From an optimization exercise on the open Yosys and OpenROAD flow, aimed at small area, a short achievable clock period and few clock cycles per item; shortcuts taken in it are not production practice.
In this exercise RTL edits were held to simulation tests only and were not proved equivalent to the original.

==> flow/design.v (excerpt) <==
module Exponential(input clk, rst, start, input [15:0] x,
                   output done, output [1:0] intpart, output [15:0] fracpart);
==> module Exponential, before the edit <==
module Exponential(input clk, rst, start, input [15:0] x,
                   output done, output [1:0] intpart, output [15:0] fracpart);
  reg        busy;
  reg [3:0]  step;
  reg [7:0]  one, two, neg;    
  reg        one8;             
  reg [15:0] t;       
  reg [17:0] r;       
  reg        acc;     
  wire [31:0] p0, p1;
  mulb mul(.one(one), .two(two), .neg(neg), .one8(one8), .b(t), .s0(p0), .s1(p1));
  wire [15:0] p;
  wire        c16, c17, c18, c19;
  cpa32h cpa(.a(p0), .b(p1), .s(p), .c16(c16), .c17(c17), .c18(c18), .c19(c19));
  reg [15:0] q;
  always @(*) begin
    case (step)
      4'd0:    q = {1'b0, p[15:1]};
      4'd3:    q = {2'b0, p[15:2]};
      4'd10:   q = {3'b0, p[15:3]};
      default: q = p;
    endcase
  end
  wire q_term = (step == 4'd0) | (step == 4'd2) | (step == 4'd3) | (step == 4'd5) |
                (step == 4'd7) | (step == 4'd9) | (step == 4'd10);
  reg [3:0] thr;
  always @(*) begin
    case (step)
      4'd0:    thr = 4'd2;
      4'd1:    thr = 4'd4;
      4'd2:    thr = 4'd3;
      4'd3:    thr = 4'd4;
      4'd4:    thr = 4'd6;
      4'd5:    thr = 4'd5;
      4'd6:    thr = 4'd7;
      4'd7:    thr = 4'd6;
      4'd8:    thr = 4'd8;
      4'd9:    thr = 4'd7;
      4'd10:   thr = 4'd8;
      default: thr = 4'd15;
    endcase
  end
  wire fin = (step == 4'd11) | ((t[15:4] == 12'd0) & (t[3:0] <= thr));
  wire go     = start & done;
  reg [15:0] y_next;
  always @(*) begin
    case (step)
      4'd1:    y_next = 16'h5555;
      4'd4:    y_next = 16'h3333;
      4'd6:    y_next = 16'h2AAA;
      4'd8:    y_next = 16'h2492;
      default: y_next = x;
    endcase
  end
  wire [15:0] y = go ? x : y_next;
  wire [16:0] ym = {y, 1'b0};    
  wire [7:0]  one_n, two_n, neg_n;
  genvar j;
  generate
    for (j = 0; j < 8; j = j + 1) begin : enc
      assign one_n[j] = ym[2*j+1] ^ ym[2*j];
      assign two_n[j] = (ym[2*j+2] & ~ym[2*j+1] & ~ym[2*j]) | (~ym[2*j+2] & ym[2*j+1] & ym[2*j]);
      assign neg_n[j] = ym[2*j+2];
    end
  endgenerate
  wire [17:0] rsum;
  radd ra(.r(r), .t((acc & busy) ? t : 16'd0), .s(rsum));
  wire [3:0] tlo = (acc & busy) ? t[3:0] : 4'd0;
  assign {intpart, fracpart} = r + {14'd0, tlo};
  assign done = ~busy | fin;
  wire [15:0] bw;       
  wire [15:0] xd;       
  assign bw[1] = 1'b1;
  assign xd[0] = x[0];
  generate
    for (j = 1; j < 16; j = j + 1) begin : dec
      assign xd[j] = x[j] ^ bw[j];
      if (j < 15) begin : b
        assign bw[j+1] = bw[j] & ~x[j];
      end
    end
  endgenerate
  assign bw[0] = 1'b0;
  wire [15:0] t0 = (bw[15] & ~x[15]) ? 16'd0 : xd;
  always @(posedge clk or posedge rst) begin
    if (rst)
      busy <= 1'b0;
    else if (go)
      busy <= 1'b1;
    else if (fin)
      busy <= 1'b0;
  end
  always @(posedge clk) begin
    step <= go ? 4'd0 : step + 4'd1;
    one  <= one_n;
    two  <= two_n;
    neg  <= neg_n;
    one8 <= y[15];
    t    <= go ? t0 : q;
    acc  <= go | q_term;
    r    <= go ? 18'h0FFFF : rsum;
  end
endmodule
Settings: LEC_CHECK=0, CAP_MARGIN=20, CORE_MARGIN=2, CORE_UTILIZATION=60, CTS_BUF_LIST=sky130_fd_sc_hd__clkbuf_4 sky130_fd_sc_hd__clkbuf_8, CTS_CLUSTER_SIZE=40, SETUP_SLACK_MARGIN=3, SLEW_MARGIN=20; clock period 9.0 ns.
run.sh (not shown) runs the stock make flow with config.mk's settings and CLKGATE_MAP_FILE= SYNTH_SCRIPT=/design/flow/synth_recipe.tcl, a recipe that flattens the netlist after the stock synthesis.
The starting point finished with timing, DRC and antenna clean.
Testbench counts at the start, summed over its fixed seeds: cycles 3,058, items 384.
Next try:
--- a/flow/design.v
+++ b/flow/design.v
@@ -741,28 +741,17 @@
       default: q = p;
     endcase
   end
   wire q_term = (step == 4'd0) | (step == 4'd2) | (step == 4'd3) | (step == 4'd5) |
                 (step == 4'd7) | (step == 4'd9) | (step == 4'd10);
-  reg [3:0] thr;
-  always @(*) begin
-    case (step)
-      4'd0:    thr = 4'd2;
-      4'd1:    thr = 4'd4;
-      4'd2:    thr = 4'd3;
-      4'd3:    thr = 4'd4;
-      4'd4:    thr = 4'd6;
-      4'd5:    thr = 4'd5;
-      4'd6:    thr = 4'd7;
-      4'd7:    thr = 4'd6;
-      4'd8:    thr = 4'd8;
-      4'd9:    thr = 4'd7;
-      4'd10:   thr = 4'd8;
-      default: thr = 4'd15;
-    endcase
-  end
-  wire fin = (step == 4'd11) | ((t[15:4] == 12'd0) & (t[3:0] <= thr));
+  wire tz     = (t == 16'd0);    
+  wire small3 = (t[15:3] == 13'd0);
+  wire cz     = ((step == 4'd2) & small3 & (t[2:0] <= 3'd3)) |    
+                ((step == 4'd5) & small3 & (t[2:0] <= 3'd5)) |    
+                ((step == 4'd7) & small3 & (t[2:0] <= 3'd6)) |    
+                ((step == 4'd9) & small3);                        
+  wire fin    = tz | cz;         
   wire go     = start & done;
   reg [15:0] y_next;
   always @(*) begin
     case (step)
       4'd1:    y_next = 16'h5555;
@@ -781,14 +770,13 @@
       assign one_n[j] = ym[2*j+1] ^ ym[2*j];
       assign two_n[j] = (ym[2*j+2] & ~ym[2*j+1] & ~ym[2*j]) | (~ym[2*j+2] & ym[2*j+1] & ym[2*j]);
       assign neg_n[j] = ym[2*j+2];
     end
   endgenerate
+  assign {intpart, fracpart} = r;
   wire [17:0] rsum;
-  radd ra(.r(r), .t((acc & busy) ? t : 16'd0), .s(rsum));
-  wire [3:0] tlo = (acc & busy) ? t[3:0] : 4'd0;
-  assign {intpart, fracpart} = r + {14'd0, tlo};
+  radd ra(.r(r), .t(acc ? t : 16'd0), .s(rsum));
   assign done = ~busy | fin;
   wire [15:0] bw;       
   wire [15:0] xd;       
   assign bw[1] = 1'b1;
   assign xd[0] = x[0];
@@ -805,19 +793,22 @@
   always @(posedge clk or posedge rst) begin
     if (rst)
       busy <= 1'b0;
     else if (go)
       busy <= 1'b1;
-    else if (fin)
+    else if (fin | (step == 4'd11))
       busy <= 1'b0;
   end
   always @(posedge clk) begin
     step <= go ? 4'd0 : step + 4'd1;
     one  <= one_n;
     two  <= two_n;
     neg  <= neg_n;
     one8 <= y[15];
     t    <= go ? t0 : q;
     acc  <= go | q_term;
-    r    <= go ? 18'h0FFFF : rsum;
+    if (go)
+      r <= 18'h0FFFF;
+    else if (busy)
+      r <= rsum;
   end
 endmodule
=>
- setup slack loses 0.12 ns
- die area came out lower by 5.3%
- first-iteration DRC count came out higher by 2.7%
- critical path depth does not change
- core utilization came out higher by 2.5 points
- synthesized cell count came out lower by 4.9%
- design area came out lower by 3.0%
Testbench counts after the change, summed over its fixed seeds: cycles 3,338, items 384.

[port drivers added, routing unchanged]
No port has a modelled driver above. Below, the same layouts with a new extraction and two added sets of constraints. Step 1 assumes that a clkbuf_16 drives the clock port and a buf_2 every other input. Step 2 adds t to the input delays and takes it off the output delays; t is the mean of the earliest and latest rising clock arrival at the registers after step 1. Input paths then give back, and output paths get back, about the clock's delay inside the block. Slacks: no drivers / after step 1 / after step 2; pairs: no drivers / after step 1.
run	shift t [ns]	setup slack, ns	worst hold slack (ns)	worst slew at a driven data input, ns	pins driven straight from the clock port
the first run	0.387	3.305 / 3.305 / 3.305	0.529 / 0.529 / 0.529	0.04	1
the second run	0.395	3.188 / 3.188 / 3.188	0.492 / 0.492 / 0.492	0.05	1
After both steps every run listed still meets setup and hold.
